From an optimization exercise on the open Yosys and OpenROAD flow, aimed at small area and a short achievable clock period; shortcuts taken in it are not production practice.
RTL that was checked went through simulation tests only; none was proved equivalent to the original.
The RTL of runs 2 to 5 was laid out without a check of its function.
Power is estimated from default activity; no workload was simulated.

### design/flow/config.mk
export PLATFORM = sky130hd
export DESIGN_NAME = alu_reg
export DESIGN_NICKNAME = alu_reg
export VERILOG_FILES = /design/flow/design.v
export SDC_FILE = /design/flow/constraint.sdc
export NUM_CORES = 4
export LEC_CHECK = 0
export CAP_MARGIN = 20
export CORE_MARGIN = 2
export CORE_UTILIZATION = 40
export SLEW_MARGIN = 20
### design/flow/design.v
module alu_reg (
  input clk,
  input [7:0] a,
  input [7:0] b,
  input [3:0] mode,
  output reg [7:0] s,
  output reg cout
);
  reg [7:0] a_q, b_q;
  reg [3:0] mode_q;
  wire [7:0] s_w;
  wire cout_w;
  alu_8_bits alu (.s(s_w), .cout(cout_w), .mode(mode_q), .a(a_q), .b(b_q));
  always @(posedge clk) begin
    a_q <= a;
    b_q <= b;
    mode_q <= mode;
    s <= s_w;
    cout <= cout_w;
  end
endmodule

`timescale 1ns / 1ps
module alu_8_bits(s, cout, mode, a, b);
  input [7:0] a, b;
  input [3:0] mode;
  output [7:0] s;
  output cout;
  reg [8:0] alu_result;  
  assign s = alu_result[7:0];
  assign cout = alu_result[8];
  always @(*) begin
    case(mode)
      4'b0000: alu_result = a + b;
      4'b0001: alu_result = a - b;
      4'b0010: alu_result = a * b;
      4'b0011: alu_result = (b != 0) ? a / b : 9'd0;
      4'b0100: alu_result = a << 1;
      4'b0101: alu_result = a >> 1;
      4'b0110: alu_result = {a[6:0], a[7]};        
      4'b0111: alu_result = {a[0], a[7:1]};        
      4'b1000: alu_result = a & b;
      4'b1001: alu_result = a | b;
      4'b1010: alu_result = a ^ b;
      4'b1011: alu_result = ~(a | b);
      4'b1100: alu_result = ~(a & b);
      4'b1101: alu_result = ~(a ^ b);
      4'b1110: alu_result = (a > b) ? 9'd1 : 9'd0;   
      4'b1111: alu_result = (a == b) ? 9'd1 : 9'd0;  
      default: alu_result = a + b;
    endcase
  end
endmodule
### design/flow/run.sh
#!/bin/bash
# synth_recipe.tcl (not shown) runs the flow's synth.tcl, then flattens the netlist and writes it again
# the make line also repeats each setting of config.mk as NAME=value (left out here)
make -C /OpenROAD-flow-scripts/flow DESIGN_CONFIG=/design/flow/config.mk WORK_HOME=/design/flow/orfs CLKGATE_MAP_FILE= SYNTH_SCRIPT=/design/flow/synth_recipe.tcl finish
### design/flow/constraint.sdc
create_clock -name core_clock -period 11.0 [get_ports {clk}]
set_input_delay 2.2000 -clock core_clock [delete_from_list [all_inputs] [get_ports {clk}]]
set_output_delay 2.2000 -clock core_clock [all_outputs]
set_load 0.01 [all_outputs]
==> impl_results.md, run 1 <==
* Hold Fails Final Rpt at 0
* Placed cell count at 882
* Worst Hold Class: reg -> reg
* Top cell type's share of synthesized area at 0.202
* N_diodes at 0
* Reg-to-Reg Start: b_q[6]$_DFF_P_
* Post-Syn Nets at slightly above 800
* Clk buf depth at 2
* Reg2Reg Depth at 45
* Period utilization at 0.968
* Syn avg cell area at 7.74 um2
* Die H at between 100 and 150 um
* Row cnt at 42
* Clock Pin Slew Worst Setup and Hold Paths at ~50 ps
* Sw Pwr at about 0.28 mW
* Port Buffers at 29
* CP most frequent cell: ha_1
* Io pins at 30
* TNS Setup at 0 ps
* Routed WL at between 15 and 20 mm
* Initial antenna violation count at 0
* Net Sw Frac at 0.405
* First drt pass iteration count at 8
* Synth unique cells at 74
* Hold Crit Start: a_q[7]$_DFF_P_
* Hold WS at 790 ps
* Post-CTS Hold Fix Bufs at 0
* Post-synth top area cell: ha_1
* DRC viols at 0
* Core Region at roughly 13,000 um2
* Post-synth EDFFs at 0
* Mapped Cells at ~700
* R2R Setup Slk at 360 ps
* Critical path endpoint category: register
* Die area at 14,200 um2
* Share of cells above drive strength 1 at 0.133
* Synth Register Bits at 29
* Register area at about 580 um2
* Comb power frac at 0.573
* Skew final at approximately 6.6 ps
* Multi-input gate area at ~4600 um2
* First-pass GRT wire length at roughly 27 mm
* Fmax achieved at between 90 and 100 MHz
* DR vias/cell at 5.98
* Die span in x at between 100 and 150 um
* CTS tree: yes
* Worst-skew pair later-pin latency at ~280 ps
* Area growth syn-to-layout at 20.2%
* CP Data Required Time at between 10,000 and 15,000 ps
* GRT Util Overall at 0.240
* Gpl congestion at 0.897
* TritonCTS Buffers at 5
* CP peak stage delay at approximately 660 ps
* PD cells at about 110 nW/um2
* Setup Viol. Count Final at 0
* Reg power frac at 0.184
* Vias at about 5,400
* Status: complete, no violations
* Asr flop ratio synth at 0
* ANT nets after route at 0
* Htree depth at 2
* Setup crit start: b_q[6]$_DFF_P_
* Slew @ Worst Pin at 1040 ps
* Util after Layout at 0.489
* CP Data Arrival Time at around 11,000 ps
* Fill count at about 1,300
* Vias in the first global route at 5,246
* Max Slew Vio Count at 0
* Max-Slew Margin vs Limit at 0.298
* Total internal power at 0.406 mW
* Clock share of power at 0.243
* Max-cap violations at 0
* Detailed Place HPWL at between 10 and 15 mm
* CTS Root Cell: clkbuf_16
* Pwr Total at about 0.68 mW
* Syn. warnings at 2
* Pin count of the biggest net entering global routing at 44
* Most common cell after layout, fill and taps aside: ha_1
* CP Max Fanout at 7
* Most frequent cells in the layout: ha_1 (78), nor2_1 (75), inv_1 (59), nand2_1 (48), a21oi_1 (37)
* Post-Syn Area at around 5300 um2
* Final net count at approximately 860
* Hold path cells at 3
* Ys flop type: dfxtp_1
* Non-Filler Instances at approximately 910
* Min cycle time layout at 10,640 ps
* Worst path slowest cell: or4b_2
* # clock sinks at 29
* Maximum VDD drop at roughly 0.072 mV
* Synth area leaders: ha_1 (20%), dfxtp_1 (11%), fa_1 (7.5%)
* Reg-to-Reg End: s[0]$_DFF_P_
* DRT iter0 DRCs at 472
* WS Path Type: reg -> reg
* Starting Density at 0.406
* Congestion Overflow GR at 0
* Wire length per cell at approximately 19 um
* Register area share after synthesis at 0.109
* Pleak at ~2.9 nW
* Startpoint types: register
* Hold endpoint: cout$_DFF_P_
[registers in the layout, summed over array words and instances (netlist names)]
| name | cells |
|---|---|
| a_q | 8 |
| b_q | 8 |
| cout | 1 |
| mode_q | 4 |
| s | 8 |
[power by group through the flow]
stage	Clock, mW	Sequential (mW)	Combinational (mW)
6_report	0.166	0.126	0.391
5_1_grt	0.176	0.126	0.430
4_1_cts	0.169	0.125	0.362
3_5_place_dp	0	0.127	0.357
3_3_place_gp	0	0.127	0.352
2_1_floorplan	0	0.126	0.258
[through the flow]
stage / instance area, um2 / worst slack [ps]
after global placement: 5860 / 216
after floorplan: 5330 / 19.8
after global routing: 6390 / -71.1
after CTS: 6060 / 11.3
after detailed placement: 5860 / -228
final: 6390 / 356
[worst max path at each step]
| stage | to | slack, ps | cells after the start |
|---|---|---|---|
| floorplan | s[0]$_DFF_P_ | 20 | 46 |
| global placement | s[0]$_DFF_P_ | 220 | 45 |
| detailed placement | s[0]$_DFF_P_ | -230 | 45 |
| CTS | s[0]$_DFF_P_ | 10 | 45 |
| global route | s[0]$_DFF_P_ | -70 | 49 |
| finish | s[0]$_DFF_P_ | 360 | 45 |
[critical path: cells and delay by family, from the launching register on]
family                     cells  cell delay [ps]
AOI/OAI and AO/OA             21             3640
adders and majority gates      7             1970
buffers and inverters          3              470
DFF                            1              310
muxes                          3              990
and+or+nand+nor               11             3100
[what timing repair did]
action / in CTS / in global routing
pin swaps: 1 / 19
gates resized for setup: 4 / 40
setup endpoints to repair: 1 / 1
setup buffers: 1 / 16
[layer usage]
layer / track usage / wire length [um] / vias up
met5: 0 / 0 / -
met4: 0.0744 / 622 / 0
met3: 0.0484 / 1510 / 62
met2: 0.397 / 8100 / 243
met1: 0.314 / 7230 / 2568
li1: - / - / 2548
[cell families (layout without fill, tap and decap cells)]
kind of cell    after synthesis  after routing  synth area share
xor+xnor                     36             36            0.0645
compound gates              197            197             0.252
flops                        29             29             0.109
simple gates                204            204             0.180
buf+inv                      89            133            0.0657
mux                          25             25            0.0508
other cells                   1              1          0.000705
fa+ha+maj                   106            106             0.278
[cell usage after synthesis, types with 15 or more instances]
master	n
inv_1	59
a21o_1	15
nor2_1	78
ha_1	86
xor2_1	17
dfxtp_1	29
o21ai_0	37
fa_1	20
a21oi_1	43
nand2_1	48
clkbuf_1	23
nor3_1	17
xnor2_1	17
[area by class of cell]
type | instances | share of cell area
multi-input combinational | 569 | 0.723
sequential | 29 | 0.0908
tap | 176 | 0.0344
timing repair buffer | 65 | 0.0889
inverter | 60 | 0.0352
clock inverter | 2 | 0.00587
clock buffer | 6 | 0.0217
==> inputs of run 2 (changes only) <==
==> design/flow/design.v (replaced) <==
module alu_reg (
  input clk,
  input [7:0] a,
  input [7:0] b,
  input [3:0] mode,
  output reg [7:0] s,
  output reg cout
);
  reg [7:0] a_q, b_q;
  reg [3:0] mode_q;
  wire [7:0] s_w;
  wire cout_w;
  alu_8_bits alu (.s(s_w), .cout(cout_w), .mode(mode_q), .a(a_q), .b(b_q));
  always @(posedge clk) begin
    a_q <= a;
    b_q <= b;
    mode_q <= mode;
    s <= s_w;
    cout <= cout_w;
  end
endmodule

`timescale 1ns / 1ps
module alu_div_step #(parameter W = 1) (t, d, hz, q, r);
  input  [W-1:0] t, d;
  input          hz;
  output         q;
  output [W-1:0] r;
  wire [W:0] diff = {1'b0, t} - {1'b0, d};
  assign q = hz & ~diff[W];
  assign r = q ? diff[W-1:0] : t;
endmodule
module alu_8_bits(s, cout, mode, a, b);
  input [7:0] a, b;
  input [3:0] mode;
  output [7:0] s;
  output cout;
  wire       sub = (mode == 4'd1) | (mode == 4'd14);
  wire [8:0] sum = {1'b0, a} + {sub, b ^ {8{sub}}} + {8'd0, sub};
  wire       eq  = (a == b);
  wire       gt  = ~sum[8] & ~eq;
  wire [8:0] prod = a * b;
  wire [6:0] r7; wire [6:0] r6w;
  wire q7, q6, q5, q4, q3, q2, q1, q0;
  wire [0:0] d7r; wire [1:0] d6r; wire [2:0] d5r; wire [3:0] d4r;
  wire [4:0] d3r; wire [5:0] d2r; wire [6:0] d1r; wire [7:0] d0r;
  alu_div_step #(1) s7 (.t(a[7]),              .d(b[0]),   .hz(b[7:1] == 0), .q(q7), .r(d7r));
  alu_div_step #(2) s6 (.t({d7r, a[6]}),       .d(b[1:0]), .hz(b[7:2] == 0), .q(q6), .r(d6r));
  alu_div_step #(3) s5 (.t({d6r, a[5]}),       .d(b[2:0]), .hz(b[7:3] == 0), .q(q5), .r(d5r));
  alu_div_step #(4) s4 (.t({d5r, a[4]}),       .d(b[3:0]), .hz(b[7:4] == 0), .q(q4), .r(d4r));
  alu_div_step #(5) s3 (.t({d4r, a[3]}),       .d(b[4:0]), .hz(b[7:5] == 0), .q(q3), .r(d3r));
  alu_div_step #(6) s2 (.t({d3r, a[2]}),       .d(b[5:0]), .hz(b[7:6] == 0), .q(q2), .r(d2r));
  alu_div_step #(7) s1 (.t({d2r, a[1]}),       .d(b[6:0]), .hz(b[7] == 0),   .q(q1), .r(d1r));
  alu_div_step #(8) s0 (.t({d1r, a[0]}),       .d(b[7:0]), .hz(1'b1),        .q(q0), .r(d0r));
  wire [7:0] quo = (b != 0) ? {q7, q6, q5, q4, q3, q2, q1, q0} : 8'd0;
  reg [8:0] r;
  assign s = r[7:0];
  assign cout = r[8];
  always @(*) begin
    case (mode)
      4'd0:  r = sum;
      4'd1:  r = sum;
      4'd2:  r = prod;
      4'd3:  r = {1'b0, quo};
      4'd4:  r = {a, 1'b0};
      4'd5:  r = {2'b0, a[7:1]};
      4'd6:  r = {1'b0, a[6:0], a[7]};
      4'd7:  r = {1'b0, a[0], a[7:1]};
      4'd8:  r = {1'b0, a & b};
      4'd9:  r = {1'b0, a | b};
      4'd10: r = {1'b0, a ^ b};
      4'd11: r = {1'b1, ~(a | b)};
      4'd12: r = {1'b1, ~(a & b)};
      4'd13: r = {1'b1, ~(a ^ b)};
      4'd14: r = {8'd0, gt};
      default: r = {8'd0, eq};
    endcase
  end
endmodule
--- a/design/flow/config.mk
+++ b/design/flow/config.mk
@@ -6,4 +6,5 @@
 export NUM_CORES = 4
 export LEC_CHECK = 0
+export ABC_AREA = 1
 export CAP_MARGIN = 20
 export CORE_MARGIN = 2
==> run 2 against run 1 <==
Effect of this change: still clean on timing, DRC and antenna; sequential power hardly changed; power is 14% lower; synthesized area is 12% lower; worst setup slack better by 1300 ps; fmax is 14% higher; non-clock buffer count is 35 lower; sequential share of layout area is 1.9 points higher; cell count is 9.7% lower; via count is 20% lower; register-to-register slack better by 1300 ps; first-iteration DRC count is 23% lower; clock-buffer cell count stayed put; largest power group unchanged; highest routed layer unchanged.
==> impl_results.md, run 2 <==
* Status: complete, no violations
* Area growth syn-to-layout at 13.1%
* Hold Fails Final Rpt at 0 (unchanged)
* Register area at 581 um2 (unchanged)
* Htree depth at 2 (unchanged)
* N_diodes at 0 (unchanged)
* ANT nets after route at 0 (unchanged)
* Synth Register Bits at 29 (unchanged)
* WS Path Type: reg -> reg
* Syn avg cell area at 7.26 um2 (-6.1%)
* PD cells at 111 nW/um2 (+4.1%)
* Worst Slack Setup Final at 1630 ps (+1280 ps)
* CP most frequent cell: nand2_1
* CP peak stage delay at 560 ps (-100 ps)
* Clock Pin Slew Worst Setup and Hold Paths at 60 ps (about the same)
* Die area at 12,600 um2 (-12%)
* Placed cell count at 811 (-8.0%)
* Worst Hold Class: reg -> reg
* First-pass GRT wire length at 22.4 mm (-17%)
* Post-synth EDFFs at 0 (unchanged)
* Pwr Total at 0.588 mW (-14%)
* Util after Layout at 0.463 (-0.0251)
* Worst-skew pair later-pin latency at 290 ps (about the same)
* CP Max Fanout at 17 (+10)
* Syn. warnings at 2 (unchanged)
* Share of cells above drive strength 1 at 0.0695 (-0.0632)
* CTS tree: yes
* Ys flop type: dfxtp_1
* TritonCTS Buffers at 5 (unchanged)
* First drt pass iteration count at 5 (-3)
* DR vias/cell at 5.29 (-12%)
* Post-Syn Nets at 772 (-5.2%)
* Top cell type's share of synthesized area at 0.219 (+0.0169)
* Port Buffers at 29 (unchanged)
* Routed WL at 13.3 mm (-24%)
* DP Worst Slack at 1760 ps (+1990 ps)
* Startpoint types: register
* Die H at 112 um (-6.0%)
* Final net count at 803 (-6.3%)
* Fmax achieved at 107 MHz (+14%)
* CP Data Arrival Time at 9510 ps (-1280 ps)
* Area after DPL at 5110 um2 (-13%)
* Detailed Place HPWL at 10.4 mm (-19%)
* Mapped Cells at 644 (-6.3%)
* Multi-input gate area at 3570 um2 (-23%)
* Pin count of the biggest net entering global routing at 18 (-59%)
* CTS Root Cell: clkbuf_16
* Maximum VDD drop at 0.0607 mV (-16%)
* DRC viols at 0 (unchanged)
* Synth area leaders: ha_1 (22%), dfxtp_1 (12%), fa_1 (11%)
* TNS Setup at 0 ps (unchanged)
* Most frequent cells in the layout: inv_1 (126), nand2_1 (123), ha_1 (82), a21oi_1 (31), nor2_1 (30)
* Register area share after synthesis at 0.124 (+0.0149)
* Final Instance Area at 5290 um2 (-17%)
* Post-Syn Area at 4680 um2 (-12%)
* Starting Density at 0.410 (+0.00342)
* Worst path slowest cell: dfxtp_1
* Initial antenna violation count at 0 (unchanged)
* Most common cell after layout, fill and taps aside: inv_1
* Critical path endpoint category: register
* Biggest regs: a_q: 8 flops, b_q: 8 flops, s: 8 flops
* Row cnt at 39 (-7.1%)
* Congestion Overflow GR at 0 (unchanged)
* Fill count at 1,187 (-6.9%)
* Pleak at 2.82 nW (-0.98%)
* Vias at 4,332 (-20%)
* Die span in x at 112 um (-6.0%)
* Count leader, synth: inv_1
* Post-synth top area cell: ha_1
* # clock sinks at 29 (unchanged)
* Period utilization at 0.851 (-0.116)
* Min cycle time layout at 9370 ps (-1280 ps)
* Max Slew Vio Count at 0 (unchanged)
* Non-Filler Instances at 819 (-9.7%)
* Clk buf depth at 2 (unchanged)
* Post-CTS sizing at 0 (-4)
* Core Region at 11,400 um2 (-13%)
* Io pins at 30 (unchanged)
* Max-cap violations at 0 (unchanged)
* Vias in the first global route at 4,350 (-17%)
* RSZ-0062 raised after global routing: no
* Slew @ Worst Pin at 767 ps (-278 ps)
* Asr flop ratio synth at 0 (unchanged)
* Post-CTS Hold Fix Bufs at 0 (unchanged)
* Max-Slew Margin vs Limit at 0.488 (+0.190)
* Wire length per cell at 16.2 um (-16%)
* Post-CTS Setup Inserts at 0 (-1)
* DRT iter0 DRCs at 362 (-23%)
* CP Data Required Time at 11,140 ps (about the same)
* Synth unique cells at 53 (-28%)
* GRT Util Overall at 0.222 (-0.0176)
* Hold WS at 740 ps (-49.8 ps)
* Gpl congestion at 0.963 (+7.4%)
* Skew final at 2.54 ps (-4.08 ps)
* Setup Viol. Count Final at 0 (unchanged)
* Synth cell count leaders: inv_1 (126), nand2_1 (123), ha_1 (82)
==> run 2: critical path, delay by kind of cell, from the launching register on <==
kind	cells	cell delay (ps)
DFF	1	560
buffers and inverters	8	810
adders and majority gates	8	2750
and+or+nand+nor	22	2690
AOI/OAI and AO/OA	18	2380
==> run 2: path summary, 6_finish.rpt <==
path / startpoint / endpoint / slack, ps / cells after the start
worst min-delay path: mode_q[3]$_DFF_P_ / s[0]$_DFF_P_ / 740 / 4
worst max register to register: b_q[0]$_DFF_P_ / s[0]$_DFF_P_ / 1630 / 56
worst min register to register: mode_q[3]$_DFF_P_ / s[0]$_DFF_P_ / 740 / 4
worst max-delay path: b_q[0]$_DFF_P_ / s[0]$_DFF_P_ / 1630 / 56
==> run 2: logic make-up after synthesis <==
kind of cell,share of synthesized area
muxes,0.00214
AOI/OAI and AO/OA,0.164
and+or+nand+nor,0.207
DFF,0.124
xor gates and xnor gates,0.0637
adders and majority gates,0.326
buffers and inverters,0.113
==> run 2: layout make-up <==
class	count	share of cell area
sequential	29	0.110
tap	143	0.0338
multi-input combinational	479	0.675
timing repair buffer	30	0.0563
clock buffer	6	0.0262
inverter	130	0.0922
clock inverter	2	0.00709
==> run 2: where the power goes <==
part           switching (mW)  internal, mW  total (mW)
combinational           0.166         0.124       0.290
sequential             0.0136         0.115       0.129
clock                  0.0567         0.113       0.170
total                   0.236         0.352       0.588
==> run 2: metal layers <==
layer,vias up,GRT usage,wire length (um)
met2,153,0.365,6050
met5,-,0,0
met3,23,0.0313,989
li1,2155,-,-
met1,2001,0.308,5990
met4,0,0.0577,234
==> inputs of run 3 (changes only) <==
--- a/design/flow/config.mk
+++ b/design/flow/config.mk
@@ -10,3 +10,4 @@
 export CORE_MARGIN = 2
 export CORE_UTILIZATION = 40
+export SETUP_SLACK_MARGIN = 4
 export SLEW_MARGIN = 20
==> run 3 against run 2 <==
Effect of this change: largest cell class unchanged; via count is 5.7% higher; synthesized cell count did not move; largest power group unchanged; power grew 11%; worst hold slack improved by 1.9 ps; critical path depth shrank 2; first-iteration DRC count decreased by 12%; final area is 15% higher; worst setup slack better by 1400 ps; critical path type unchanged; clock-buffer cell count unchanged.
==> impl_results.md, run 3 <==
* Buf+Inv Stages, Crit Path at 3 (-5)
* Gpl congestion at 0.918 (-4.7%)
* First drt pass iteration count at 5 (unchanged)
* Register area share after synthesis at 0.124 (unchanged)
* DRT iter0 DRCs at 320 (-12%)
* Delay-heaviest family, CP: simple AND/OR/NAND/NOR gates
* R2R Setup Slk at 3010 ps (+1370 ps)
* Detailed Place HPWL at 10.5 mm (+0.61%)
* Pwr Total at 0.653 mW (+11%)
* Final net count at 851 (+6.0%)
* CTS Root Cell: clkbuf_16
* TritonCTS Buffers at 5 (unchanged)
* ANT nets after route at 0 (unchanged)
* Worst path slowest cell: fa_2
* Post-synth EDFFs at 0 (unchanged)
* CP Max Fanout at 8 (-9)
* Share of cells above drive strength 1 at 0.240 (+0.171)
* Post-Syn Nets at 772 (unchanged)
* Min cycle time layout at 7990 ps (-1370 ps)
* Number of cells on the critical path at 54 (-3.6%)
* Hold Crit Start: mode_q[3]$_DFF_P_
* Met2 wire len at 6.96 mm (+15%)
* Ys flop type: dfxtp_1
* Post-CTS Hold Fix Bufs at 0 (unchanged)
* Vias in the first global route at 4,603 (+5.8%)
* CP Data Arrival Time at 8150 ps (-1360 ps)
* Mapped Cells at 644 (unchanged)
* Reg-to-Reg End: s[0]$_DFF_P_
* Most frequent cells in the layout: inv_1 (117), nand2_1 (103), ha_1 (70), buf_4 (44)
* Skew final at 11.4 ps (+8.83 ps)
* Post-Syn Area at 4680 um2 (unchanged)
* Biggest regs: a_q: 8 flops, b_q: 8 flops, s: 8 flops
* PD cells at 107 nW/um2 (-3.5%)
* Vias at 4,580 (+5.7%)
* WS Path Type: reg -> reg
* Clk buf depth at 2 (unchanged)
* Wire length on met3 at 675 um (-32%)
* RSZ-0062 raised after global routing: yes
* DRC viols at 0 (unchanged)
* Port Buffers at 29 (unchanged)
* Hold endpoint: s[0]$_DFF_P_
* Period utilization at 0.727 (-0.125)
* Hold path cells at 4 (unchanged)
* CP peak stage delay at 520 ps (-40 ps)
* Syn avg cell area at 7.26 um2 (unchanged)
* Pleak at 3.09 nW (+9.3%)
* Fmax achieved at 125 MHz (+17%)
* Hold Fails Final Rpt at 0 (unchanged)
* Count leader, synth: inv_1
* Routed WL at 14.7 mm (+11%)
* Initial antenna violation count at 0 (unchanged)
* Synth Register Bits at 29 (unchanged)
* Max-Slew Margin vs Limit at 0.548 (+0.0596)
* CP most frequent cell: nand2_2
* Die area at 12,600 um2 (unchanged)
* Max-cap violations at 0 (unchanged)
* Syn. warnings at 2 (unchanged)
* Setup Viol. Count Final at 0 (unchanged)
* Synth unique cells at 53 (unchanged)
* Synth area leaders: ha_1 (22%), dfxtp_1 (12%), fa_1 (11%)
* Worst Hold Class: reg -> reg
* Pin count of the biggest net entering global routing at 17 (-1)
* Die H at 112 um (unchanged)
* Post-synth top area cell: ha_1
* DR vias/cell at 5.28 (-0.13%)
* GRT Util Overall at 0.230 (+0.00726)
* Highest Signal Layer: met4
* Die span in x at 112 um (unchanged)
* Clock Pin Slew Worst Setup and Hold Paths at 60 ps (about the same)
* Slew @ Worst Pin at 677 ps (-89.3 ps)
* Area growth syn-to-layout at 30.1%
* Reg-to-Reg Start: a_q[7]$_DFF_P_
* TNS Setup at 0 ps (unchanged)
* Congestion Overflow GR at 0 (unchanged)
* First-pass GRT wire length at 23.0 mm (+2.8%)
* # clock sinks at 29 (unchanged)
* Met1 wire length at 6.54 mm (+9.2%)
* Wire length per cell at 16.9 um (+4.5%)
* Starting Density at 0.410 (unchanged)
* CP Data Required Time at 11,150 ps (about the same)
* Worst-skew pair later-pin latency at 290 ps (about the same)
* Fill count at 1,070 (-9.9%)
* Critical path endpoint category: register
* N_diodes at 0 (unchanged)
* Reg2Reg Depth at 54 (-3.6%)
* Most common cell after layout, fill and taps aside: inv_1
* Maximum VDD drop at 0.0782 mV (+29%)
* Top cell type's share of synthesized area at 0.219 (unchanged)
* CTS tree: yes
* Asr flop ratio synth at 0 (unchanged)
* Core Region at 11,400 um2 (unchanged)
* Io pins at 30 (unchanged)
* Row cnt at 39 (unchanged)
* Htree depth at 2 (unchanged)
* Status: complete, no violations
* Synth cell count leaders: inv_1 (126), nand2_1 (123), ha_1 (82)
* Startpoint types: register
* Max Slew Vio Count at 0 (unchanged)
-- run 3: cell counts after synthesis --
No cell type changed its count.
-- run 3: worst max-delay path by stage --
stage,end,slack (ps),start
after floorplan,s[0]$_DFF_P_,3470,a_q[7]$_DFF_P_
after global placement,s[0]$_DFF_P_,2820,b_q[0]$_DFF_P_
after detailed placement,s[0]$_DFF_P_,2440,b_q[0]$_DFF_P_
after CTS,s[0]$_DFF_P_,3090,a_q[7]$_DFF_P_
after global routing,s[0]$_DFF_P_,2470,a_q[7]$_DFF_P_
final,s[0]$_DFF_P_,3010,a_q[7]$_DFF_P_
-- run 3: where the power goes --
group | total [mW] | internal, mW | switching (mW) | leakage [nW]
Clock | 0.172 | 0.113 | 0.0588 | 0.0831
Combinational | 0.353 | 0.159 | 0.194 | 2.76
Sequential | 0.128 | 0.115 | 0.0133 | 0.245
-- run 3: metrics by stage --
step | std cells | utilization | hold slack (ps) | instance area (um2) | setup slack, ps
global placement | 810 | 0.456 | 649 | 5210 | 2820
finish | 867 | 0.533 | 742 | 6090 | 3010
floorplan | 644 | - | 579 | 4790 | 3470
detailed placement | 810 | 0.456 | 657 | 5210 | 2440
global route | 867 | 0.533 | 794 | 6090 | 2470
CTS | 858 | 0.509 | 744 | 5810 | 3090
-- run 3: repair_timing --
item	4_1_cts	5_1_grt
buffers inserted	38	9
pin swaps	43	43
gates cloned	2	0
gates resized for setup	40	48
endpoints found under the setup margin	2	2
-- run 3: cell type report --
type	count	area [um2]	area share
tap	143	179	0.0294
timing repair buffer	76	654	0.107
sequential	29	601	0.0986
clock inverter	2	37.5	0.00617
clock buffer	6	139	0.0228
inverter	130	490	0.0806
multi-input combinational	481	3990	0.655
-- run 3: layer usage --
layer,up-vias,track usage
met4,0,0.0829
met5,-,0
li1,2253,-
met1,2166,0.298
met3,32,0.0297
met2,129,0.392
-- run 3: kinds of logic (layout without fill, tap and decap cells) --
logic type	count (synthesis)	after routing	synth area share
xor gates and xnor gates	34	34	0.0637
AOI/OAI and AO/OA	121	121	0.164
and+or+nand+nor	216	218	0.207
DFF	29	29	0.124
muxes	1	1	0.00214
buffers and inverters	136	214	0.113
adders and majority gates	107	107	0.326
-- run 3: worst register-to-register path: cells and delay by family (launching register included) --
kind	cells	cell delay, ps
compound gates	18	2320
fa+ha+maj	8	2320
simple gates	24	2510
flops	1	370
buf+inv	3	230
xor+xnor	1	140
==> inputs of run 4 (changes only) <==
==> design/flow/design.v (replaced) <==
module alu_reg (
  input clk,
  input [7:0] a,
  input [7:0] b,
  input [3:0] mode,
  output reg [7:0] s,
  output reg cout
);
  reg [7:0] a_q, b_q;
  reg [3:0] mode_q;
  wire [7:0] s_w;
  wire cout_w;
  alu_8_bits alu (.s(s_w), .cout(cout_w), .mode(mode_q), .a(a_q), .b(b_q));
  always @(posedge clk) begin
    a_q <= a;
    b_q <= b;
    mode_q <= mode;
    s <= s_w;
    cout <= cout_w;
  end
endmodule

`timescale 1ns / 1ps
module alu_md_step #(parameter W = 1) (dv, x, m, d, hz, q, r);
  input          dv;
  input  [W-1:0] x, m, d;
  input          hz;
  output         q;
  output [W-1:0] r;
  wire [W-1:0] op = dv ? ~d : m;
  wire [W:0]   y  = {1'b0, x} + {1'b0, op} + {{W{1'b0}}, dv};
  assign q = hz & y[W];
  assign r = (dv & ~q) ? x : y[W-1:0];
endmodule
module alu_8_bits(s, cout, mode, a, b);
  input [7:0] a, b;
  input [3:0] mode;
  output [7:0] s;
  output cout;
  wire       sub = (mode == 4'd1) | (mode == 4'd14);
  wire [8:0] sum = {1'b0, a} + {sub, b ^ {8{sub}}} + {8'd0, sub};
  wire       eq  = (a == b);
  wire       gt  = ~sum[8] & ~eq;
  wire dv = mode[0];
  wire q7, q6, q5, q4, q3, q2, q1, q0;
  wire [0:0] r7; wire [1:0] r6; wire [2:0] r5; wire [3:0] r4;
  wire [4:0] r3; wire [5:0] r2; wire [6:0] r1; wire [7:0] r0;
  assign q7 = (b[7:1] == 7'd0) & (a[7] | ~b[0]);
  assign r7 = dv ? (a[7] & ~(q7 & b[0])) : (a[1] & b[7]);
  alu_md_step #(2) s6 (.dv(dv), .x({r7, dv ? a[6] : a[0] & b[7]}), .m(a[2:1] & {2{b[6]}}),
                       .d(b[1:0]), .hz(b[7:2] == 6'd0), .q(q6), .r(r6));
  alu_md_step #(3) s5 (.dv(dv), .x({r6, dv ? a[5] : a[0] & b[6]}), .m(a[3:1] & {3{b[5]}}),
                       .d(b[2:0]), .hz(b[7:3] == 5'd0), .q(q5), .r(r5));
  alu_md_step #(4) s4 (.dv(dv), .x({r5, dv ? a[4] : a[0] & b[5]}), .m(a[4:1] & {4{b[4]}}),
                       .d(b[3:0]), .hz(b[7:4] == 4'd0), .q(q4), .r(r4));
  alu_md_step #(5) s3 (.dv(dv), .x({r4, dv ? a[3] : a[0] & b[4]}), .m(a[5:1] & {5{b[3]}}),
                       .d(b[4:0]), .hz(b[7:5] == 3'd0), .q(q3), .r(r3));
  alu_md_step #(6) s2 (.dv(dv), .x({r3, dv ? a[2] : a[0] & b[3]}), .m(a[6:1] & {6{b[2]}}),
                       .d(b[5:0]), .hz(b[7:6] == 2'd0), .q(q2), .r(r2));
  alu_md_step #(7) s1 (.dv(dv), .x({r2, dv ? a[1] : a[0] & b[2]}), .m(a[7:1] & {7{b[1]}}),
                       .d(b[6:0]), .hz(~b[7]), .q(q1), .r(r1));
  alu_md_step #(8) s0 (.dv(dv), .x({r1, dv ? a[0] : a[0] & b[1]}), .m({1'b0, a[7:1]} & {8{b[0]}}),
                       .d(b[7:0]), .hz(1'b1), .q(q0), .r(r0));
  wire [8:0] prod = {r0, a[0] & b[0]};
  wire [7:0] quo  = (b != 8'd0) ? {q7, q6, q5, q4, q3, q2, q1, q0} : 8'd0;
  reg [8:0] r;
  assign s = r[7:0];
  assign cout = r[8];
  always @(*) begin
    case (mode)
      4'd0:  r = sum;
      4'd1:  r = sum;
      4'd2:  r = prod;
      4'd3:  r = {1'b0, quo};
      4'd4:  r = {a, 1'b0};
      4'd5:  r = {2'b0, a[7:1]};
      4'd6:  r = {1'b0, a[6:0], a[7]};
      4'd7:  r = {1'b0, a[0], a[7:1]};
      4'd8:  r = {1'b0, a & b};
      4'd9:  r = {1'b0, a | b};
      4'd10: r = {1'b0, a ^ b};
      4'd11: r = {1'b1, ~(a | b)};
      4'd12: r = {1'b1, ~(a & b)};
      4'd13: r = {1'b1, ~(a ^ b)};
      4'd14: r = {8'd0, gt};
      default: r = {8'd0, eq};
    endcase
  end
endmodule
--- a/design/flow/config.mk
+++ b/design/flow/config.mk
@@ -10,4 +10,3 @@
 export CORE_MARGIN = 2
 export CORE_UTILIZATION = 40
-export SETUP_SLACK_MARGIN = 4
 export SLEW_MARGIN = 20
==> run 4 against run 3 <==
Effect of this change: synthesized cell count is 0.16% higher; utilization is 4.3 points lower; flip-flop and latch count stayed put; critical endpoint is now s[2]$_DFF_P_; non-clock buffer count is 32 lower; critical path type unchanged; die area is 8.3% lower; worst setup slack worse by 2200 ps; cell count is 4.6% lower; highest routed layer unchanged.
==> impl_results.md, run 4 <==
* Row cnt at 37 (-5.1%)
* TritonCTS Buffers at 5 (unchanged)
* Register area share after synthesis at 0.136 (+0.0116)
* Slew @ Worst Pin at 883 ps (+205 ps)
* Min cycle time layout at 10,240 ps (+2240 ps)
* ANT nets after route at 0 (unchanged)
* Register area at 587 um2 (-2.3%)
* Core Region at 10,400 um2 (-9.2%)
* Count leader, synth: nand2_1
* Vias at 4,492 (-1.9%)
* PD cells at 138 nW/um2 (+29%)
* Fill count at 1,060 (-0.93%)
* Hold Fails Final Rpt at 0 (unchanged)
* Pleak at 2.55 nW (-17%)
* CTS Root Cell: clkbuf_8
* Htree depth at 2 (unchanged)
* Post-Syn Nets at 729 (-5.6%)
* Pin count of the biggest net entering global routing at 43 (+26)
* Total internal power at 0.366 mW (-5.4%)
* Post-synth top area cell: ha_1
* Max-Slew Margin vs Limit at 0.405 (-0.142)
* Reg power frac at 0.178 (-0.019)
* First-pass GRT wire length at 22.0 mm (-4.3%)
* Status: complete, no violations
* Asr flop ratio synth at 0 (unchanged)
* Comb power frac at 0.675 (+0.135)
* Area after DPL at 4800 um2 (-7.8%)
* Detailed Place HPWL at 11.0 mm (+5.3%)
* Io pins at 30 (unchanged)
* Syn avg cell area at 6.63 um2 (-8.7%)
* Post-Syn Area at 4280 um2 (-8.6%)
* Critical path endpoint category: register
* Die area at 11,500 um2 (-8.3%)
* DRC viols at 0 (unchanged)
* Period utilization at 0.931 (+0.204)
* Setup Viol. Count Final at 0 (unchanged)
* Synth cell count leaders: nand2_1 (144), inv_1 (103), nor2_1 (52)
* CP Max Fanout at 21 (+13)
* Worst-skew pair later-pin latency at 290 ps (about the same)
* Maximum VDD drop at 0.0725 mV (-7.4%)
* Multi-input gate area at 3370 um2 (-15%)
* CTS tree: yes
* Fmax achieved at 97.7 MHz (-22%)
* Max Slew Vio Count at 0 (unchanged)
* WS Path Type: reg -> reg
* Clock share of power at 0.147 (-0.116)
* Congestion Overflow GR at 0 (unchanged)
* Synth area leaders: ha_1 (14%), dfxtp_1 (14%), nand2_1 (13%)
* Port Buffers at 29 (unchanged)
* Max-cap violations at 0 (unchanged)
* Most frequent cells in the layout: nand2_1 (142), inv_1 (100), nor2_1 (48), ha_1 (46), nand3_1 (36)
* Syn. warnings at 2 (unchanged)
* Die H at 107 um (-4.2%)
* N_diodes at 0 (unchanged)
* Final Instance Area at 5080 um2 (-17%)
* Skew final at 13.7 ps (+2.30 ps)
* Top cell type's share of synthesized area at 0.143 (-0.0760)
* Synth unique cells at 53 (unchanged)
* Gpl congestion at 0.973 (+6.0%)
* # clock sinks at 29 (unchanged)
* Sw Pwr at 0.336 mW (+26%)
* CP Data Required Time at 11,220 ps (+70 ps)
* Clock Pin Slew Worst Setup and Hold Paths at 80 ps (+20 ps)
* Ys flop type: dfxtp_1
* Synth Register Bits at 29 (unchanged)
* Wire length per cell at 16.8 um (-0.66%)
* Share of cells above drive strength 1 at 0.145 (-0.0956)
* Net Sw Frac at 0.479 (+0.0714)
* Biggest regs: a_q: 8 flops, b_q: 8 flops, s: 8 flops
* Vias in the first global route at 4,367 (-5.1%)
* DRT iter0 DRCs at 394 (+23%)
* Area growth syn-to-layout at 18.8%
* First drt pass iteration count at 5 (unchanged)
* CP most frequent cell: nand2_1
* Routed WL at 13.9 mm (-5.2%)
* Post-synth EDFFs at 0 (unchanged)
* Worst Hold Class: reg -> reg
* CP peak stage delay at 460 ps (-60 ps)
* GRT Util Overall at 0.245 (+0.0158)
* Final net count at 774 (-9.0%)
* Mapped Cells at 645 (+0.16%)
* Starting Density at 0.413 (+0.00282)
* TNS Setup at 0 ps (unchanged)
* DR vias/cell at 5.43 (+2.8%)
* Initial antenna violation count at 0 (unchanged)
* Startpoint types: register
* Most common cell after layout, fill and taps aside: nand2_1
* Worst path slowest cell: fa_1
* CP Data Arrival Time at 10,460 ps (+2310 ps)
* Clk buf depth at 2 (unchanged)
* Die span in x at 107 um (-4.2%)
-- run 4: cell count changes in the layout (fill, tap and decap cells not counted), moves of 17 or more --
cell,before,now
ha_1,70,46
nand3_1,18,36
nor2_1,29,48
buf_4,44,13
inv_1,117,100
nand2_1,103,142
-- run 4: final timing paths --
check	slack [ps]	endpoint	from	cells past startpoint
hold reg to reg	700	s[2]$_DFF_P_	b_q[7]$_DFF_P_	3
setup / recovery	760	s[2]$_DFF_P_	mode_q[0]$_DFF_P_	70
hold / removal	700	s[2]$_DFF_P_	b_q[7]$_DFF_P_	3
setup reg to reg	760	s[2]$_DFF_P_	mode_q[0]$_DFF_P_	70
-- run 4: layout make-up --
type	count	share of cell area
Sequential cell	29	0.115
Clock buffer	7	0.0190
Tap cell	136	0.0335
Timing Repair Buffer	44	0.0852
Multi-Input combinational cell	501	0.664
Inverter	109	0.0820
Clock inverter	1	0.000985
-- run 4: kinds of logic (layout without fill, tap and decap cells) --
group | Yosys count | count (layout) | synth area share
AO/OA/AOI/OAI | 119 | 119 | 0.179
XOR/XNOR | 20 | 20 | 0.0409
adder cells (fa/ha/maj) | 63 | 63 | 0.209
buffers and inverters | 115 | 161 | 0.103
flip-flops | 29 | 29 | 0.136
multiplexers | 1 | 1 | 0.00234
AND/OR/NAND/NOR | 298 | 298 | 0.330
-- run 4: critical path: cells and delay by family (launching register included) --
family                   cells  cell delay, ps
flip-flops                   1             400
AO/OA/AOI/OAI               20            2650
buffers and inverters        9             810
AND/OR/NAND/NOR             32            3280
multiplexers                 1             270
adder cells (fa/ha/maj)      8            2740
-- run 4: stage by stage --
step | utilization | power (mW) | hold slack (ps) | cells | setup WS, ps
finish | 0.490 | 0.702 | 699 | 827 | 762
detailed placement | 0.463 | 0.562 | 692 | 815 | -46.3
global placement | 0.463 | 0.561 | 694 | 815 | 241
CTS | 0.473 | 0.668 | 701 | 823 | 14.3
global route | 0.490 | 0.772 | 751 | 827 | -58.0
floorplan | - | 0.452 | 625 | 645 | 555
-- run 4: power by group through the flow --
stage / registers (mW) / logic (mW) / clock network (mW)
floorplan: 0.127 / 0.325 / 0
global placement: 0.127 / 0.434 / 0
detailed placement: 0.127 / 0.435 / 0
CTS: 0.124 / 0.439 / 0.105
global route: 0.126 / 0.535 / 0.112
finish: 0.125 / 0.474 / 0.104
-- run 4: timing repair --
action,in CTS,in global routing
hold buffers,0,0
cloned,0,1
gates resized for setup,2,43
setup buffers,0,3
pin swaps,0,4
setup endpoints to repair,3,9
-- run 4: layer usage --
metal  global-route usage  share of wire  vias to the layer above
li1                     -              -                     2212
met1                0.328           0.45                     2093
met2                0.421           0.48                      166
met3               0.0339          0.062                       21
met4               0.0531          0.014                        0
met5                    0              0                        -
==> inputs of run 5 (changes only) <==
==> design/flow/design.v (replaced) <==
module alu_reg (
  input clk,
  input [7:0] a,
  input [7:0] b,
  input [3:0] mode,
  output reg [7:0] s,
  output reg cout
);
  reg [7:0] a_q, b_q;
  reg [3:0] mode_q;
  wire [7:0] s_w;
  wire cout_w;
  alu_8_bits alu (.s(s_w), .cout(cout_w), .mode(mode_q), .a(a_q), .b(b_q));
  always @(posedge clk) begin
    a_q <= a;
    b_q <= b;
    mode_q <= mode;
    s <= s_w;
    cout <= cout_w;
  end
endmodule

`timescale 1ns / 1ps
module alu_div4_step #(parameter W = 2) (t, d1, d2, d3, hz1, hz2, hz3, q, r);
  input  [W-1:0] t, d1, d2, d3;
  input          hz1, hz2, hz3;
  output [1:0]   q;
  output [W-1:0] r;
  wire [W:0] y1 = {1'b0, t} - {1'b0, d1};
  wire [W:0] y2 = {1'b0, t} - {1'b0, d2};
  wire [W:0] y3 = {1'b0, t} - {1'b0, d3};
  wire ge1 = hz1 & ~y1[W];
  wire ge2 = hz2 & ~y2[W];
  wire ge3 = hz3 & ~y3[W];
  assign q = {ge2, ge3 | (ge1 & ~ge2)};
  assign r = ge3 ? y3[W-1:0] : ge2 ? y2[W-1:0] : ge1 ? y1[W-1:0] : t;
endmodule
module alu_8_bits(s, cout, mode, a, b);
  input [7:0] a, b;
  input [3:0] mode;
  output [7:0] s;
  output cout;
  wire [15:0] m = 16'd1 << mode;
  wire sub = m[1] | m[14];
  wire [7:0] bb = b ^ {8{sub}};
  wire [7:0] p = a ^ bb;
  wire [8:0] sum0 = {1'b0, a} + {1'b0, bb} + {8'd0, sub};
  wire [8:0] sum = {sum0[8] ^ sub, sum0[7:0]};
  wire eq = ~|p;
  wire gt = sum0[8] & ~&p;
  wire [7:0] g = a & b;
  wire G = m[8] | m[9] | m[11] | m[12];
  wire P = m[9] | m[10] | m[11] | m[13];
  wire inv = m[11] | m[12] | m[13];
  wire lg = m[8] | m[9] | m[10] | inv;
  wire [7:0] f = ((g & {8{G}}) | (p & {8{P}})) ^ {8{inv}};
  wire [8:0] prod = a * b;
  wire [9:0] b3 = {2'b0, b} + {1'b0, b, 1'b0};
  wire [1:0] qa, qb, qc, qd;
  wire [1:0] ra; wire [3:0] rb; wire [5:0] rc; wire [7:0] rd;
  alu_div4_step #(2) d3s (.t(a[7:6]), .d1(b[1:0]), .d2({b[0], 1'b0}), .d3(b3[1:0]),
    .hz1(b[7:2] == 0), .hz2(b[7:1] == 0), .hz3(b3[9:2] == 0), .q(qa), .r(ra));
  alu_div4_step #(4) d2s (.t({ra, a[5:4]}), .d1(b[3:0]), .d2({b[2:0], 1'b0}), .d3(b3[3:0]),
    .hz1(b[7:4] == 0), .hz2(b[7:3] == 0), .hz3(b3[9:4] == 0), .q(qb), .r(rb));
  alu_div4_step #(6) d1s (.t({rb, a[3:2]}), .d1(b[5:0]), .d2({b[4:0], 1'b0}), .d3(b3[5:0]),
    .hz1(b[7:6] == 0), .hz2(b[7:5] == 0), .hz3(b3[9:6] == 0), .q(qc), .r(rc));
  alu_div4_step #(8) d0s (.t({rc, a[1:0]}), .d1(b[7:0]), .d2({b[6:0], 1'b0}), .d3(b3[7:0]),
    .hz1(1'b1), .hz2(~b[7]), .hz3(b3[9:8] == 0), .q(qd), .r(rd));
  wire [7:0] quo = {qa, qb, qc, qd} & {8{|b}};
  wire ar  = m[0] | m[1];
  wire shl = m[4] | m[6];
  wire shr = m[5] | m[7];
  assign s = (sum[7:0] & {8{ar}}) | (prod[7:0] & {8{m[2]}}) | (quo & {8{m[3]}})
           | (f & {8{lg}}) | ({a[6:0], 1'b0} & {8{shl}}) | ({1'b0, a[7:1]} & {8{shr}})
           | {7'd0, (m[6] & a[7]) | (m[14] & gt) | (m[15] & eq)} | {m[7] & a[0], 7'd0};
  assign cout = (ar & sum[8]) | (m[2] & prod[8]) | (m[4] & a[7]) | inv;
endmodule
==> run 5 against run 4 <==
Effect of this change: worst setup slack improved by 2900 ps; register-to-register slack improved by 2900 ps; first-iteration DRC count fell by 20%; non-clock buffer count fell by 13; critical path type unchanged.
==> impl_results.md, run 5 <==
* Starting Density at 0.404 (-0.00834)
* Synth Area in Adders at 0.343 (+0.134)
* Setup crit start: b_q[1]$_DFF_P_
* Post-CTS Setup Inserts at 0 (unchanged)
* Worst path slowest cell: dfxtp_1
* Top cell type's share of synthesized area at 0.237 (+0.0933)
* Skew final at 13.6 ps (-0.108 ps)
* Mux share of post-synthesis cell area at 0 (-0.00234)
* CTS tree: yes
* Die span in x at 119 um (+11%)
* Final net count at 916 (+18%)
* Status: complete, no violations
* R2R Setup Slk at 3630 ps (+2870 ps)
* Startpoint types: register
* Syn. warnings at 1 (-1)
* Post-synth EDFFs at 0 (unchanged)
* Post-synth top area cell: ha_1
* Gpl congestion at 0.930 (-4.4%)
* Core Region at 13,100 um2 (+26%)
* CP peak stage delay at 660 ps (+200 ps)
* Hold Crit Start: mode_q[0]$_DFF_P_
* Area after DPL at 5780 um2 (+20%)
* Register area at 581 um2 (-1.1%)
* Asr flop ratio synth at 0 (unchanged)
* PD cells at 110 nW/um2 (-21%)
* Pleak at 3.22 nW (+26%)
* Initial antenna violation count at 0 (unchanged)
* Period utilization at 0.670 (-0.261)
* Final Instance Area at 5930 um2 (+17%)
* CTS Root Cell: clkbuf_16
* Biggest regs: a_q: 8 flops, b_q: 8 flops, s: 8 flops
* Xor/xnor share of the synthesized area at 0.0743 (+0.0333)
* CP Data Arrival Time at 7550 ps (-2910 ps)
* Hold path cells at 3 (unchanged)
* First-pass GRT wire length at 24.6 mm (+12%)
* DRC viols at 0 (unchanged)
* Pin count of the biggest net entering global routing at 16 (-63%)
* Placed cell count at 936 (+15%)
* Post-Syn Nets at 885 (+21%)
* DRT iter0 DRCs at 317 (-20%)
* Hold endpoint: cout$_DFF_P_
* GRT Util Overall at 0.220 (-0.0257)
* Clock Pin Slew Worst Setup and Hold Paths at 60 ps (-20 ps)
* Fmax achieved at 136 MHz (+39%)
* Critical path endpoint category: register
* Ys flop type: dfxtp_1
* Largest family of logic cells by synthesized area: adder cells
* Min cycle time layout at 7370 ps (-2870 ps)
* N_diodes at 0 (unchanged)
* TNS Setup at 0 ps (unchanged)
* Synth cell count leaders: nand2_1 (149), inv_1 (144), ha_1 (100)
* Post-CTS sizing at 0 (-2)
* Worst Hold Class: reg -> reg
* Row cnt at 42 (+14%)
* Multi-input gate area at 4100 um2 (+21%)
* CP Max Fanout at 13 (-38%)
* Port Buffers at 29 (unchanged)
* Wire length per cell at 16.2 um (-3.9%)
* Synth unique cells at 47 (-11%)
* Reg-to-Reg Start: b_q[1]$_DFF_P_
* Slew @ Worst Pin at 786 ps (-96.2 ps)
* Io pins at 30 (unchanged)
* Post-CTS Hold Fix Bufs at 0 (unchanged)
* CP Data Required Time at 11,180 ps (-40 ps)
* CP most frequent cell: nand2_1
* Simple-Gate Fraction of Synth Area at 0.224 (-0.106)
* Reg2Reg Depth at 42 (-40%)
* Max-cap violations at 0 (unchanged)
* Most frequent cells in the layout: nand2_1 (149), inv_1 (144), ha_1 (100), a21oi_1 (40), nor2_1 (32)
* Synth Register Bits at 29 (unchanged)
* Register area share after synthesis at 0.110 (-0.0259)
* Die area at 14,200 um2 (+23%)
* # clock sinks at 29 (unchanged)
* RSZ-0062 raised after global routing: no
* Hold Fails Final Rpt at 0 (unchanged)
* WS Path Type: reg -> reg
* DR vias/cell at 5.20 (-4.3%)
* Vias in the first global route at 4,805 (+10%)
* Vias at 4,906 (+9.2%)
* Complex-gate fraction of the synthesized area at 0.134 (-0.0454)
* Post-Syn Area at 5290 um2 (+24%)
* ANT nets after route at 0 (unchanged)
* Non-Filler Instances at 944 (+14%)
* Fill count at 1,344 (+27%)
* Max Slew Vio Count at 0 (unchanged)
* Maximum VDD drop at 0.0733 mV (+1.2%)
* Most common cell after layout, fill and taps aside: nand2_1
* Syn avg cell area at 7.19 um2 (+8.3%)
* Routed WL at 15.3 mm (+9.7%)
* Reg-to-Reg End: s[0]$_DFF_P_
* Count leader, synth: nand2_1
* Pwr Total at 0.650 mW (-7.4%)
* Max-Slew Margin vs Limit at 0.475 (+0.0697)
* TritonCTS Buffers at 5 (unchanged)
* Die H at 119 um (+11%)
* Synth area leaders: ha_1 (24%), dfxtp_1 (11%), fa_1 (11%)
* Detailed Place HPWL at 12.3 mm (+12%)
* Setup Viol. Count Final at 0 (unchanged)
* Htree depth at 2 (unchanged)
* Share of cells above drive strength 1 at 0.0638 (-0.0809)
* Congestion Overflow GR at 0 (unchanged)
* First drt pass iteration count at 7 (+2)
* Clk buf depth at 2 (unchanged)
* Mapped Cells at 736 (+14%)
* Area growth syn-to-layout at 12.2%
* Worst-skew pair later-pin latency at 290 ps (about the same)
## run 5: worst max-delay path: cells and delay by family (launching register included)
family | cells | cell delay [ps]
AOI/OAI and AO/OA | 12 | 1720
xor gates and xnor gates | 1 | 200
adders and majority gates | 4 | 1510
buffers and inverters | 4 | 810
DFF | 1 | 660
and+or+nand+nor | 21 | 2370
## run 5: power breakdown
part | leakage, nW | internal (mW) | switching (mW)
Clock | 0.0799 | 0.0958 | 0.0550
Sequential | 0.245 | 0.117 | 0.0157
Combinational | 2.89 | 0.150 | 0.217
## run 5: final cells by class
cell class,count,area share
sequential,29,0.0978
clock inverter,1,0.000843
timing repair buffer,31,0.0514
tap,176,0.0371
multi-input combinational,548,0.690
clock buffer,7,0.0257
inverter,152,0.0966
## run 5: per-layer routing
layer  global-route usage  vias to the layer above  share of wire
met5                    0                        -              0
met1                0.289                     2246           0.46
met4               0.0923                        0          0.040
met2                0.365                      162           0.46
met3               0.0254                       47          0.046
li1                     -                     2451              -
## run 5: worst max-delay path by stage
stage | endpoint | slack [ps] | cells past startpoint
4_1_cts | s[0]$_DFF_P_ | 3740 | 42
5_1_grt | s[0]$_DFF_P_ | 2960 | 40
2_1_floorplan | s[0]$_DFF_P_ | 4950 | 42
6_report | s[0]$_DFF_P_ | 3630 | 42
3_3_place_gp | s[0]$_DFF_P_ | 4010 | 42
3_5_place_dp | s[0]$_DFF_P_ | 3780 | 42
## run 5: cells by family (layout without fill, tap and decap cells)
group | after synthesis | in the layout
adder cells (fa/ha/maj) | 128 | 128
XOR/XNOR | 44 | 44
buffers and inverters | 159 | 191
AO/OA/AOI/OAI | 119 | 119
AND/OR/NAND/NOR | 257 | 257
flip-flops | 29 | 29
## run 5: per-stage QoR
step                       util  setup slack, ps  hold slack, ps
after floorplan               -             4950             631
after global placement    0.441             4010             763
after detailed placement  0.441             3780             745
after CTS                 0.454             3740             779
after global routing      0.454             2960             838
final                     0.454             3630             785

separate check: timing with driven ports:
Ports are ideal in the flow. The routed layouts listed here were re-timed in OpenROAD. Step 1, drivers: a clkbuf_16 drives clk and a buf_2 each remaining input, both assumed. Step 2 adds t to the input delays and takes it off the output delays; t is the mean of the earliest and latest rising clock arrival at the registers after step 1. Input paths then give back, and output paths get back, about the clock's delay inside the block. Slacks: ideal / step 1 / step 2; pairs: ideal / step 1.
run | t, ns | setup WS [ns] | hold slack, ns | latest minus earliest clock arrival (ns) | cell pins on the clock port's net
run 1 | 0.320 | 0.356 / 0.356 / 0.356 | 0.790 / 0.790 / 0.790 | 0.006 / 0.007 | 1
run 2 | 0.318 | 1.634 / 1.634 / 1.634 | 0.740 / 0.740 / 0.740 | 0.002 / 0.003 | 1
run 3 | 0.317 | 3.007 / 3.007 / 3.007 | 0.742 / 0.742 / 0.742 | 0.011 / 0.012 | 1
run 4 | 0.317 | 0.762 / 0.762 / 0.762 | 0.699 / 0.699 / 0.699 | 0.014 / 0.014 | 1
run 5 | 0.326 | 3.631 / 3.631 / 3.631 | 0.785 / 0.785 / 0.785 | 0.014 / 0.014 | 1
After both steps setup and hold are still met in every run listed.
